Context: an optimization exercise on an open-source flow, tuned for small area. The choices shown serve that exercise and are no tape-out recipe.
In this exercise RTL edits were held to simulation tests only and were not proved equivalent to the original.
No run shown here takes its clock network from TritonCTS; it comes from the design's own scripts or RTL.
No driver is modelled on the clock port, so clock power and skew are understated where the tree is cut down; a real chip needs a root buffer or a tree.
Power figures rest on the tool's default switching activity, not on a simulated workload.

--- config.mk ---
export PLATFORM = sky130hd
export DESIGN_NAME = uart2rffe_top
export DESIGN_NICKNAME = uart2rffe_top
export VERILOG_FILES = /design/flow/design.v
export SDC_FILE = /design/flow/constraint.sdc
export NUM_CORES = 4
export LEC_CHECK = 0
export CAP_MARGIN = 20
export CORE_MARGIN = 2
export CORE_UTILIZATION = 40
export PLACE_DENSITY = 0.6
export SLEW_MARGIN = 20
--- constraint.sdc ---
create_clock -name core_clock -period 20.0 [get_ports {clk}]
set_input_delay 4.0000 -clock core_clock [delete_from_list [all_inputs] [get_ports {clk}]]
set_output_delay 4.0000 -clock core_clock [all_outputs]
set_load 0.01 [all_outputs]
--- design.v ---
`timescale 1ns / 1ps
module uart2rffe_top
(
    input  clk,
    input  rst_n,
    input  FPGA_RX,
    output FPGA_TX,
    output spi_clk_rffe,
    output spi_sdo_rffe,
    output spi_le_rffe
);
reg [10:0] rxs;
always @(posedge clk)
    if (!rst_n) rxs <= 11'h7ff;
    else        rxs <= {rxs[9:0], FPGA_RX};
wire [2:0] ones = rxs[4] + rxs[5] + rxs[6] + rxs[7] + rxs[8] + rxs[9] + rxs[10];
wire rxd = (ones >= 3'd4);
localparam R_S3 = 4'd3, R_IDLE = 4'd4, R_LOCK = 4'd5, R_SBD = 4'd6, R_START = 4'd7, R_D0 = 4'd8;
reg [3:0] pos;
reg [8:0] rc;        
reg [1:0] ist;       
reg [3:0] n;         
reg [63:0] F;        
reg [2:0] z;         
reg P;               
localparam [8:0] U0 = 9'h055, U217 = 9'h0fa, U432 = 9'h115, U433 = 9'h02a;
function [8:0] lfsr(input [8:0] s);
    lfsr = {s[7:0], s[8] ^ s[4]};
endfunction
wire rtick  = (rc == U433);              
wire rsamp  = (rc == U0);                
wire ridle  = (pos[3:1] == 3'b010);      
wire instop = (pos[3:2] == 2'b00);
wire rstart = (pos == R_IDLE) && !rxd;
wire done   = rtick && (pos == R_S3);
always @(posedge clk) begin
    if (!rst_n) begin
        pos <= R_IDLE;
        ist <= 2'd0;
        n   <= 4'd0;
    end else begin
        if (!rxd && (instop || pos == R_IDLE))
            pos <= (done) ? R_LOCK : R_SBD;
        else if (rtick && !ridle)
            pos <= pos + 4'd1;
        if (rstart)
            n <= 4'd0;
        else if (rtick && pos == R_START && n != 4'd11)
            n <= n + 4'd1;
        if (rstart)            ist <= 2'd0;
        else if (done)         ist <= 2'd1;
        else if (ist == 2'd1)  ist <= 2'd2;
        else if (ist == 2'd2)  ist <= 2'd3;
        else                   ist <= 2'd0;
    end
end
always @(posedge clk)
    if (!rxd && (instop || pos == R_IDLE)) rc <= U217;
    else if (rtick)                        rc <= U0;
    else                                   rc <= lfsr(rc);
wire [7:0] b7 = F[7:0];
always @(posedge clk)
    if (rsamp && pos[3]) begin
        F <= {rxd, F[63:1]};
        if (pos == R_D0) begin
            P <= (z == 3'd5);
            z <= (b7 == 8'h01) ? 3'd1 :
                 (b7 == 8'h02) ? 3'd2 :
                 (b7 == 8'hAA) ? 3'd3 :
                 (b7 == 8'h55) ? 3'd4 :
                 (b7 == 8'h5D && z == 3'd4) ? 3'd5 : 3'd0;
        end
    end
wire act   = ist[1];
wire valid = (n == 4'd11) && P && (F[63:56] == 8'h0A) && (F[55:48] == 8'h0D);
wire [1:0] cmd = z[2] ? 2'd0 : z[1:0];
reg [2:0] pres;
reg [5:0] d;         
wire m23 = (cmd == 2'd2);
wire sidle = (d[5:1] == 5'b11111);
wire spi_go = act && valid && (cmd == 2'd1 || cmd == 2'd2);
always @(posedge clk) begin
    if (!rst_n)
        d <= 6'd63;
    else if (d == 6'd63) begin
        if (spi_go) d <= 6'd62;
    end else if (d == 6'd62)
        d <= m23 ? 6'd50 : 6'd48;
    else if (pres == 3'd4)
        d <= (d == (m23 ? 6'd0 : 6'd16)) ? 6'd63 : d - 6'd1;
    pres <= (!sidle && pres != 3'd4) ? pres + 3'd1 : 3'd0;
end
wire [22:0] W = {F[6:0], F[15:8], F[23:16]};
wire wbit  = W[d[5:1]];
wire ssc12 = m23 ? (d == 6'd49 || d == 6'd48) : (d == 6'd47 || d == 6'd46);
wire datap = m23 ? (d <= 6'd45) : (d <= 6'd43);
assign spi_le_rffe  = sidle;
assign spi_clk_rffe = datap && d[0];
assign spi_sdo_rffe = ssc12 || (datap && wbit);
localparam T_STOP = 4'd0, T_IDLE = 4'd1, T_PEND = 4'd2, T_PRE = 4'd6, T_START = 4'd7;
reg [3:0] q;
reg [3:0] p;         
reg [8:0] tc;        
wire ttick = (tc == U433);
wire tx_ready = (q == T_IDLE) || (q == T_PEND);
wire tx_go = act && tx_ready && (!valid || cmd == 2'd3);
always @(posedge clk) begin
    if (!rst_n)
        q <= T_IDLE;
    else if (q == T_IDLE) begin
        if (tx_go) q <= T_PEND;
    end else if (q == T_PEND)
        q <= T_PRE;
    else if (ttick) begin
        if (q == T_STOP) q <= (p == 4'd0) ? T_IDLE : T_START;
        else             q <= q + 4'd1;
    end
    if (tx_go)
        p <= valid ? 4'd14 : 4'd7;
    else if (ttick && q == T_STOP)
        p <= (p == 4'd8) ? 4'd2 : p - 4'd1;
    if (q == T_PEND)  tc <= U432;
    else if (ttick)   tc <= U0;
    else              tc <= lfsr(tc);
end
localparam [127:0] CHARS = 128'h0045504741204F4B6572726F72210D0A;
wire [6:0] tbit = {p, q[2:0]};
wire cbit = CHARS[tbit];
wire txb = (q == T_START) ? 1'b0 : q[3] ? cbit : 1'b1;
assign FPGA_TX = !rst_n || txb;
endmodule
--- flow/run.sh ---
#!/bin/bash
# The standard layout, except the clock tree: after ORFS's clock tree synthesis,
# flow/clock_tree.tcl replaces its tree with a smaller one (a root buffer and one
# buffer per group of nearby flip-flops), and gives the ports the smallest
# buffer. Make's full output goes to
# standard_flow.log; ORFS keeps each step's log under orfs/logs/.
set -euo pipefail
export POST_CTS_TCL="$PWD/flow/clock_tree.tcl"
export CTS_TREE_GROUPS="${CTS_TREE_GROUPS:-8}"
export CTS_ROOT_BUF="${CTS_ROOT_BUF:-sky130_fd_sc_hd__clkbuf_4}"
export PORT_BUF="${PORT_BUF:-sky130_fd_sc_hd__buf_1}"
export CTS_LEAF_BUF="${CTS_LEAF_BUF:-sky130_fd_sc_hd__clkbuf_8}"
bash standard.sh > standard_flow.log 2>&1
--- flow/clock_tree.tcl ---
# Replace the clock tree that clock_tree_synthesis built with a two-level tree:
# clk -> one root buffer -> one leaf buffer per group of flip-flops, the groups
# made by splitting the flip-flops in halves by position, alternating x and y.
set db [ord::get_db]
set block [[$db getChip] getBlock]
set root_master [$db findMaster $::env(CTS_ROOT_BUF)]
set leaf_master [$db findMaster $::env(CTS_LEAF_BUF)]
set ngroups $::env(CTS_TREE_GROUPS)

# The port buffers ORFS chose (clkdlybuf4s50_1) are larger than the ports need:
# use the smallest buffer instead.
foreach inst [$block getInsts] {
  set name [$inst getName]
  if {[regexp {^(input|output)[0-9]+$} $name] && [[$inst getMaster] getName] != $::env(PORT_BUF)} {
    puts "clock_tree.tcl: port buffer $name -> $::env(PORT_BUF)"
    replace_cell $name $::env(PORT_BUF)
  }
}

set clk_net [$block findNet clk]
set sinks {}
set old_insts {}
set old_nets {}
set todo [list $clk_net]
while {[llength $todo] > 0} {
  set net [lindex $todo 0]
  set todo [lrange $todo 1 end]
  foreach it [$net getITerms] {
    if {[$it isOutputSignal]} { continue }
    set inst [$it getInst]
    set mname [[$inst getMaster] getName]
    if {[string match "sky130_fd_sc_hd__clkbuf_*" $mname] || [string match "sky130_fd_sc_hd__clkinv*" $mname] || [string match "clkload*" [$inst getName]]} {
      lappend old_insts $inst
      foreach o [$inst getITerms] {
        if {[$o isOutputSignal] && [$o getNet] != "NULL"} {
          lappend old_nets [$o getNet]
          lappend todo [$o getNet]
        }
      }
    } else {
      lappend sinks $it
    }
  }
}
puts "clock_tree.tcl: [llength $sinks] sinks, removing [llength $old_insts] buffers"
foreach it $sinks { $it disconnect }
foreach inst $old_insts { odb::dbInst_destroy $inst }
foreach net $old_nets { odb::dbNet_destroy $net }

proc sink_xy {it} {
  set b [[$it getInst] getBBox]
  return [list [expr {([$b xMin] + [$b xMax]) / 2}] [expr {([$b yMin] + [$b yMax]) / 2}]]
}
proc split_groups {items n axis} {
  if {$n <= 1} { return [list $items] }
  set keyed {}
  foreach it $items { lappend keyed [list [lindex [sink_xy $it] $axis] $it] }
  set sorted {}
  foreach k [lsort -integer -index 0 $keyed] { lappend sorted [lindex $k 1] }
  set h [expr {[llength $sorted] / 2}]
  set a [lrange $sorted 0 [expr {$h - 1}]]
  set b [lrange $sorted $h end]
  set nax [expr {1 - $axis}]
  return [concat [split_groups $a [expr {$n / 2}] $nax] [split_groups $b [expr {$n / 2}] $nax]]
}
proc place_at {inst x y} {
  $inst setLocation [expr {int($x)}] [expr {int($y)}]
  $inst setPlacementStatus PLACED
}

set groups [split_groups $sinks $ngroups 0]
set root [odb::dbInst_create $block $root_master clktree_root]
[$root findITerm A] connect $clk_net
set root_net [odb::dbNet_create $block clktree_root_net]
$root_net setSigType CLOCK
[$root findITerm X] connect $root_net
set sx 0; set sy 0; set sn 0
set i 0
foreach g $groups {
  set leaf [odb::dbInst_create $block $leaf_master clktree_leaf_$i]
  set net [odb::dbNet_create $block clktree_leaf_net_$i]
  $net setSigType CLOCK
  [$leaf findITerm A] connect $root_net
  [$leaf findITerm X] connect $net
  set gx 0; set gy 0
  foreach it $g {
    $it connect $net
    lassign [sink_xy $it] x y
    set gx [expr {$gx + $x}]; set gy [expr {$gy + $y}]
  }
  set gx [expr {$gx / [llength $g]}]; set gy [expr {$gy / [llength $g]}]
  place_at $leaf $gx $gy
  set sx [expr {$sx + $gx}]; set sy [expr {$sy + $gy}]; incr sn
  puts "clock_tree.tcl: leaf $i drives [llength $g] flip-flops at ($gx, $gy)"
  incr i
}
place_at $root [expr {$sx / $sn}] [expr {$sy / $sn}]
$clk_net setSigType CLOCK

detailed_placement
check_placement -verbose
estimate_parasitics -placement
report_clock_skew
repair_timing -hold -hold_margin 0.1
detailed_placement
check_placement -verbose
estimate_parasitics -placement
report_clock_skew
report_worst_slack -min
report_worst_slack -max
--- standard.sh ---
#!/bin/bash
# synth_recipe.tcl (not shown) runs the flow's synth.tcl, then flattens the netlist and writes it again
# the make line also repeats each setting of config.mk as NAME=value (left out here)
make -C /OpenROAD-flow-scripts/flow DESIGN_CONFIG=/design/flow/config.mk WORK_HOME=/design/flow/orfs CLKGATE_MAP_FILE= SYNTH_SCRIPT=/design/flow/synth_recipe.tcl "${@:-finish}"
==> run_results.csv, run 1 <==
group,metric,value,unit
outcome,status,"complete, no violations",
floorplanning,rows,42,
synthesis,yosys.area.top_type,"edfxtp_1",
floorplanning,dieArea,14600,um^2
timing,rsz0062_at_grt,"no",
synthesis,syn_nets,489,
synthesis,yosysSeqAreaShare,58.7,%
detailed_routing,vias,3406,
power,power_density,70.9,nW/um^2
detailed_routing,post_drt_wl_per_cell,14.6,um
timing,fin_crit_sh,43.5,%
finish,fin_nets,490,
synthesis,syn_area,5450,um^2
global_routing,grt_pass1_wl,15.9,mm
finish,drive_gt1_share,7.16,%
timing,finalHoldViolCount,0,
critical_path,crit_cells,4,
clocking,cts.sinks,124,
detailed_routing,wirelength,9.28,mm
synthesis,synthFlopType,"edfxtp_1",
floorplanning,core,13300,um^2
floorplanning,die_h,121,um
detailed_routing,ant_nets,0,
synthesis,synth_edf_count,72,
critical_path,worstSetupStartpointType,"primary input",
detailed_routing,drc_errors,0,
synthesis,syn_inst,462,
power,p_leak,0.00211,uW
synthesis,synth.distinct_cells,67,
clocking,clkSlewWorstSetupHoldPaths,0.09,ns
timing,tightest_slew,0.776,ns
floorplanning,die_w,121,um
timing,period_minus_slack,8.70,ns
synthesis,synth-seq-cells,124,
timing,finalSetupTns,0,ns
global_routing,grt-ovfl-total,0,
finish,fillCellCount,1227,
critical_path,worstPathArrival,4.70,ns
hold_path,whs_path_depth,1,
timing,slew_violations,0,
detailed_routing,via_per_inst,5.35,
critical_path,cp.required,16.00,ns
critical_path,crit_chain,"buf_1, buf_4, o311ai_0, buf_1",
critical_path,path_delay_family,"buffers and inverters",
synthesis,ys_warn_count,1,
global_routing,grt_use_total,13.1,%
run,cap_violations,0,
finish,num_antenna_cells,0,
global_routing,first_global_vias,3266,
detailed_routing,first_iter_violations,324,
synthesis,avgSynthCellArea,11.8,um^2
critical_path,cp_max_fo,26,
critical_path,crit_top_cell,"buf_1",
timing,setup_viol,0,
finish,area_growth,5.83,%
timing,fin_worst_skew,0.00982,ns
critical_path,crit_path_top_delay_cell,"buf_4",
critical_path,end_kind,"output port",
global_routing,antenna_found_initial,0,
hold_path,hold_class,"reg2reg",
synthesis,ys_async_sr_fraction,0,%
power,peakVddDrop,37.3,uV
critical_path,cpPeakStageDelay,0.27,ns
critical_path,path_class,"in2out",
timing,holdWs,0.418,ns
synthesis,synth_top_area_share,39.6,%
place,routabilityCongestion,0.845,
floorplanning,ios,7,
global_routing,grt_max_degree,66,
timing,slew_headroom,48.3,%
synthesis,post_synth_main_area_contributors,"edfxtp_1 (40%), dfxtp_1 (19%), ha_1 (5.0%)",
place,port_buffers,6,
critical_path,worst-path-buf-inv,3,
clocking,insertion_delay,0.47,ns
detailed_routing,dr.pass1.iters,4,
place,hpwl,6.15,mm
timing,max_freq,0.115,GHz
critical_path,r2r_cells,11,
floorplanning,start_util,41.0,%
==> sequential cells by signal, indices dropped and copies added (netlist names) <==
signal and flops:
pres 3, n 4, pos 4, d 6, F 64, q 4
rc 9, z 3, tc 9, p 4, P 1, rxs 11
ist 2
==> cell usage after synthesis (all sizes together), types with 4 or more instances <==
| cell type | number |
|---|---|
| ha | 22 |
| nand2 | 32 |
| inv | 28 |
| nor2b | 8 |
| nand3 | 16 |
| a21o | 4 |
| nand3b | 4 |
| dfxtp | 52 |
| or2 | 7 |
| nand2b | 15 |
| nand4 | 4 |
| mux2i | 9 |
| o211ai | 6 |
| xor2 | 8 |
| nor3b | 4 |
| and2 | 7 |
| nand4b | 5 |
| o21ai | 17 |
| clkbuf | 15 |
| a21oi | 12 |
| nor3 | 10 |
| nor4 | 6 |
| mux4 | 4 |
| and3 | 6 |
| edfxtp | 72 |
| nor2 | 32 |
==> logic make-up (layout without fill, tap and decap cells) <==
group | after synthesis | count (layout) | synth area share (%)
AND/OR/NAND/NOR | 173 | 173 | 18.0
XOR/XNOR | 11 | 11 | 1.77
AO/OA/AOI/OAI | 70 | 70 | 9.04
flip-flops | 124 | 124 | 58.7
buffers and inverters | 46 | 45 | 3.19
multiplexers | 14 | 14 | 3.51
adder cells (fa/ha/maj) | 24 | 24 | 5.78
==> cell usage in the layout, fill, tap and decap left out, types with 5 or more instances in the layout <==
cell      netlist  routed
or2_2           7       7
mux2i_1         9       9
nor3_1         10       9
ha_1           22      22
inv_1          28      28
a21oi_1        12      12
nand3_1        16      16
nor2b_1         8       8
nand4b_1        5       5
nand2_1        32      32
nand2b_1       15      15
clkbuf_8        0       8
and2_1          7       7
o211ai_1        6       6
xor2_1          8       8
dfxtp_1        52      52
edfxtp_1       72      72
o21ai_0        16      16
nor2_1         32      32
buf_1           2       6
==> cell type report <==
class / count / area (um^2) / area share, %
well taps: 176 / 220 / 3.82
flip-flops and latches: 124 / 3200 / 55.5
repair buffers: 8 / 37.5 / 0.650
multi-input cells: 292 / 2090 / 36.2
plain buffers: 9 / 118 / 2.04
inverters: 28 / 105 / 1.82
==> layer usage <==
layer,global-route usage [%],up-vias,share of wire [%]
li1,-,1678,-
met1,18.5,1654,49
met2,21.1,61,45
met3,2.69,13,4.5
met4,2.33,0,1.3
met5,0,-,0
==> power by group <==
part / switching, uW / internal (uW) / leakage [uW] / total [uW]
clock network: 70.3 / 37.9 / 0.0000621 / 108
registers: 8.20 / 277 / 0.00102 / 285
logic: 5.92 / 10.0 / 0.00102 / 15.9
total: 84.5 / 325 / 0.00211 / 409
==> final timing paths <==
| path | start | endpoint | slack (ns) |
|---|---|---|---|
| hold / removal | rxs[3] | rxs[4] | 0.42 |
| setup reg to reg | rxs[4] | pos[0] | 16.71 |
| hold reg to reg | rxs[3] | rxs[4] | 0.42 |
| setup / recovery | rst_n | FPGA_TX | 11.30 |
==> through the flow <==
step	util, %	power, uW	cell area (um^2)	setup WS [ns]	instances
finish	43.4	409	5770	11.30	637
detailed placement	42.8	307	5690	10.55	628
global route	43.4	429	5770	11.23	637
global placement	42.8	307	5690	10.58	628
floorplan	-	303	5450	11.51	462
==> inputs of run 2 (changes only) <==
==> flow/run.sh (replaced) <==
#!/bin/bash
# The standard layout, except the clock tree: after ORFS's clock tree synthesis,
# flow/clock_tree.tcl replaces its tree with a smaller one (a root buffer and one
# buffer per group of nearby flip-flops). Make's full output goes to
# standard_flow.log; ORFS keeps each step's log under orfs/logs/.
set -euo pipefail
export POST_CTS_TCL="$PWD/flow/clock_tree.tcl"
export CTS_TREE_GROUPS="${CTS_TREE_GROUPS:-8}"
export CTS_ROOT_BUF="${CTS_ROOT_BUF:-sky130_fd_sc_hd__clkbuf_4}"
export CTS_LEAF_BUF="${CTS_LEAF_BUF:-sky130_fd_sc_hd__clkbuf_8}"
bash standard.sh > standard_flow.log 2>&1
--- a/flow/clock_tree.tcl
+++ b/flow/clock_tree.tcl
@@ -6,16 +6,6 @@
 set root_master [$db findMaster $::env(CTS_ROOT_BUF)]
 set leaf_master [$db findMaster $::env(CTS_LEAF_BUF)]
 set ngroups $::env(CTS_TREE_GROUPS)
-
-# The port buffers ORFS chose (clkdlybuf4s50_1) are larger than the ports need:
-# use the smallest buffer instead.
-foreach inst [$block getInsts] {
-  set name [$inst getName]
-  if {[regexp {^(input|output)[0-9]+$} $name] && [[$inst getMaster] getName] != $::env(PORT_BUF)} {
-    puts "clock_tree.tcl: port buffer $name -> $::env(PORT_BUF)"
-    replace_cell $name $::env(PORT_BUF)
-  }
-}
 
 set clk_net [$block findNet clk]
 set sinks {}
==> run 2 against run 1 <==
Against the previous run: via count decreased by 0.35%; sequential power is essentially flat; cell count is the same; register-to-register slack about the same; critical path depth unchanged; wire length grew 0.44%; sequential share of layout area shrank 0.36 points; global-route usage hardly changed; combinational power is essentially flat; final area grew 0.65%; core utilization grew 0.28 points.
==> run_results.csv, run 2 <==
group,metric,value,unit
timing,rsz0062_at_grt,"no",
floorplanning,ios,7,
detailed_routing,drc_errors,0,
power,power_density,70.5,nW/um^2
critical_path,cp.required,16.00,ns
timing,max_freq,0.106,GHz
synthesis,yosysSeqAreaShare,58.7,%
power,comb_power_share,4.0,%
detailed_routing,dr.pass1.iters,4,
power,p_leak,0.00212,uW
floorplanning,core,13300,um^2
critical_path,cp_max_fo,26,
finish,top_regs,"F x64, rxs x11",
synthesis,syn_area,5450,um^2
critical_path,path_class,"in2out",
synthesis,synthTopCellsByCount,"edfxtp_1 (72), dfxtp_1 (52), nand2_1 (32), nor2_1 (32), inv_1 (28)",
synthesis,syn_inst,462,
timing,fin_worst_skew,0.0100,ns
timing,slew_violations,0,
synthesis,synth-seq-cells,124,
global_routing,grt_max_degree,66,
finish,largest_register_ffs,64,
detailed_routing,first_iter_violations,288,
timing,fin_crit_sh,47.3,%
detailed_routing,vias,3394,
detailed_routing,wirelength,9.32,mm
place,routabilityCongestion,0.845,
synthesis,yosys.area.top_type,"edfxtp_1",
detailed_routing,ant_nets,0,
synthesis,synth.distinct_cells,67,
finish,final_cell_mix,"edfxtp_1 (72), dfxtp_1 (52), nand2_1 (32), nor2_1 (32), inv_1 (28)",
floorplanning,die_w,121,um
hold_path,hold_class,"reg2reg",
power,switchingPower,84.5,uW
synthesis,syn_nets,489,
floorplanning,die_h,121,um
finish,drive_gt1_share,7.16,%
outcome,status,"complete, no violations",
timing,tightest_slew,0.774,ns
clocking,cts.sinks,124,
power,peakVddDrop,37.3,uV
finish,fillCellCount,1221,
global_routing,grt_pass1_wl,15.9,mm
place,dpl_cell_area,5690,um^2
clocking,clkSlewWorstSetupHoldPaths,0.09,ns
timing,setup_viol,0,
finish,multiInputGateArea,2090,um^2
critical_path,end_kind,"output port",
synthesis,ys_warn_count,1,
global_routing,antenna_found_initial,0,
power,swShare,20.6,%
floorplanning,rows,42,
critical_path,worstPathArrival,5.45,ns
detailed_routing,via_per_inst,5.33,
timing,finalSetupTns,0,ns
timing,slew_headroom,48.4,%
synthesis,ys_async_sr_fraction,0,%
finish,area_growth,6.52,%
finish,fin_area,5810,um^2
critical_path,worstSetupStartpointType,"primary input",
critical_path,r2r_cells,11,
synthesis,synth_top_area_share,39.6,%
synthesis,avgSynthCellArea,11.8,um^2
detailed_routing,post_drt_wl_per_cell,14.6,um
clocking,insertion_delay,0.47,ns
synthesis,post_synth_main_area_contributors,"edfxtp_1 (40%), dfxtp_1 (19%), ha_1 (5.0%)",
timing,period_minus_slack,9.45,ns
finish,seq_area,3200,um^2
finish,layout_commonest_cell,"edfxtp_1",
synthesis,synthFlopType,"edfxtp_1",
power,p_int,325,uW
global_routing,grt_use_total,13.1,%
place,hpwl,6.15,mm
global_routing,grt-ovfl-total,0,
global_routing,first_global_vias,3270,
power,p_seq_share,69.6,%
floorplanning,start_util,41.0,%
finish,regMostFlops,"F",
power,clkPwrFrac,26.4,%
synthesis,synth.most_common_cell,"edfxtp_1",
run,cap_violations,0,
hold_path,whs_path_depth,1,
synthesis,synth_edf_count,72,
floorplanning,dieArea,14600,um^2
finish,fin_nets,490,
timing,finalHoldViolCount,0,
place,port_buffers,6,
finish,num_antenna_cells,0,
==> run 2: path summary, 6_finish.rpt <==
path,start,endpoint,slack [ns]
hold reg to reg,rxs[3],rxs[4],0.42
setup / recovery,rst_n,FPGA_TX,10.55
setup reg to reg,rxs[4],pos[0],16.71
hold / removal,rxs[3],rxs[4],0.42
==> run 2: per-layer routing <==
metal | GRT usage (%) | vias to the layer above | share of wire (%) | wire length [um]
met5 | 0 | - | 0 | 0
met4 | 2.33 | 0 | 1.2 | 113
li1 | - | 1677 | - | -
met1 | 18.5 | 1654 | 49 | 4610
met3 | 2.69 | 12 | 4.2 | 391
met2 | 21.1 | 51 | 45 | 4210
==> run 2: cells by family (layout without fill, tap and decap cells) <==
| logic type | Yosys count | in the layout | synth area share, % |
|---|---|---|---|
| AO/OA/AOI/OAI | 70 | 70 | 9.04 |
| XOR/XNOR | 11 | 11 | 1.77 |
| adder cells (fa/ha/maj) | 24 | 24 | 5.78 |
| buffers and inverters | 46 | 45 | 3.19 |
| flip-flops | 124 | 124 | 58.7 |
| multiplexers | 14 | 14 | 3.51 |
| AND/OR/NAND/NOR | 173 | 173 | 18.0 |
==> run 2: layout make-up <==
| type | instances | area share, % |
|---|---|---|
| multi-input combinational | 292 | 35.9 |
| timing repair buffer | 8 | 1.29 |
| sequential | 124 | 55.1 |
| inverter | 28 | 1.81 |
| tap | 176 | 3.79 |
| buffer | 9 | 2.02 |
==> run 2: power by group through the flow <==
stage	clock network, uW	registers [uW]	logic, uW
final	108	285	16.2
after global routing	125	287	18.0
after detailed placement	0	291	16.1
after global placement	0	291	15.8
after floorplan	0	289	13.7
==> run 2: worst max-delay path, stage by stage <==
cell and delay, ns:
clkdlybuf4s50_1 0.46, buf_4 0.27, o311ai_0 0.20, clkdlybuf4s50_1 0.52
==> run 2: per-stage QoR <==
stage	hold slack (ns)	util, %	power (uW)	setup slack, ns	cells
after floorplan	0.386	-	303	11.51	462
after global placement	0.393	42.8	307	10.58	628
after detailed placement	0.396	42.8	307	10.55	628
after global routing	0.427	43.7	429	10.48	637
final	0.418	43.7	410	10.55	637

## static timing again, ports no longer ideal
In the flow no input, the clock included, has a driving cell. The finished layouts below were timed again as built, in two steps.
Step 1 assumes that a clkbuf_16 drives the clock port and a buf_2 every other input.
Step 2 times the ports against the registers' clock, not the clock port: input delays grow and output delays shrink by t, the midpoint of the rising clock arrivals with the driver on.
Slacks: no drivers / after step 1 / after step 2; pairs: no drivers / after step 1.
| run | t, ns | slack for setup (ns) | worst setup path at the end |
|---|---|---|---|
| run 1 | 0.504 | 11.299 / 11.277 / 11.277 | input to output |
| run 2 | 0.504 | 10.546 / 10.523 / 10.523 | input to output |
After both steps every run listed still meets setup and hold. The setup slack of run 2, which loses most, moves by -0.023 ns with the drivers and by -0.023 ns with both steps.
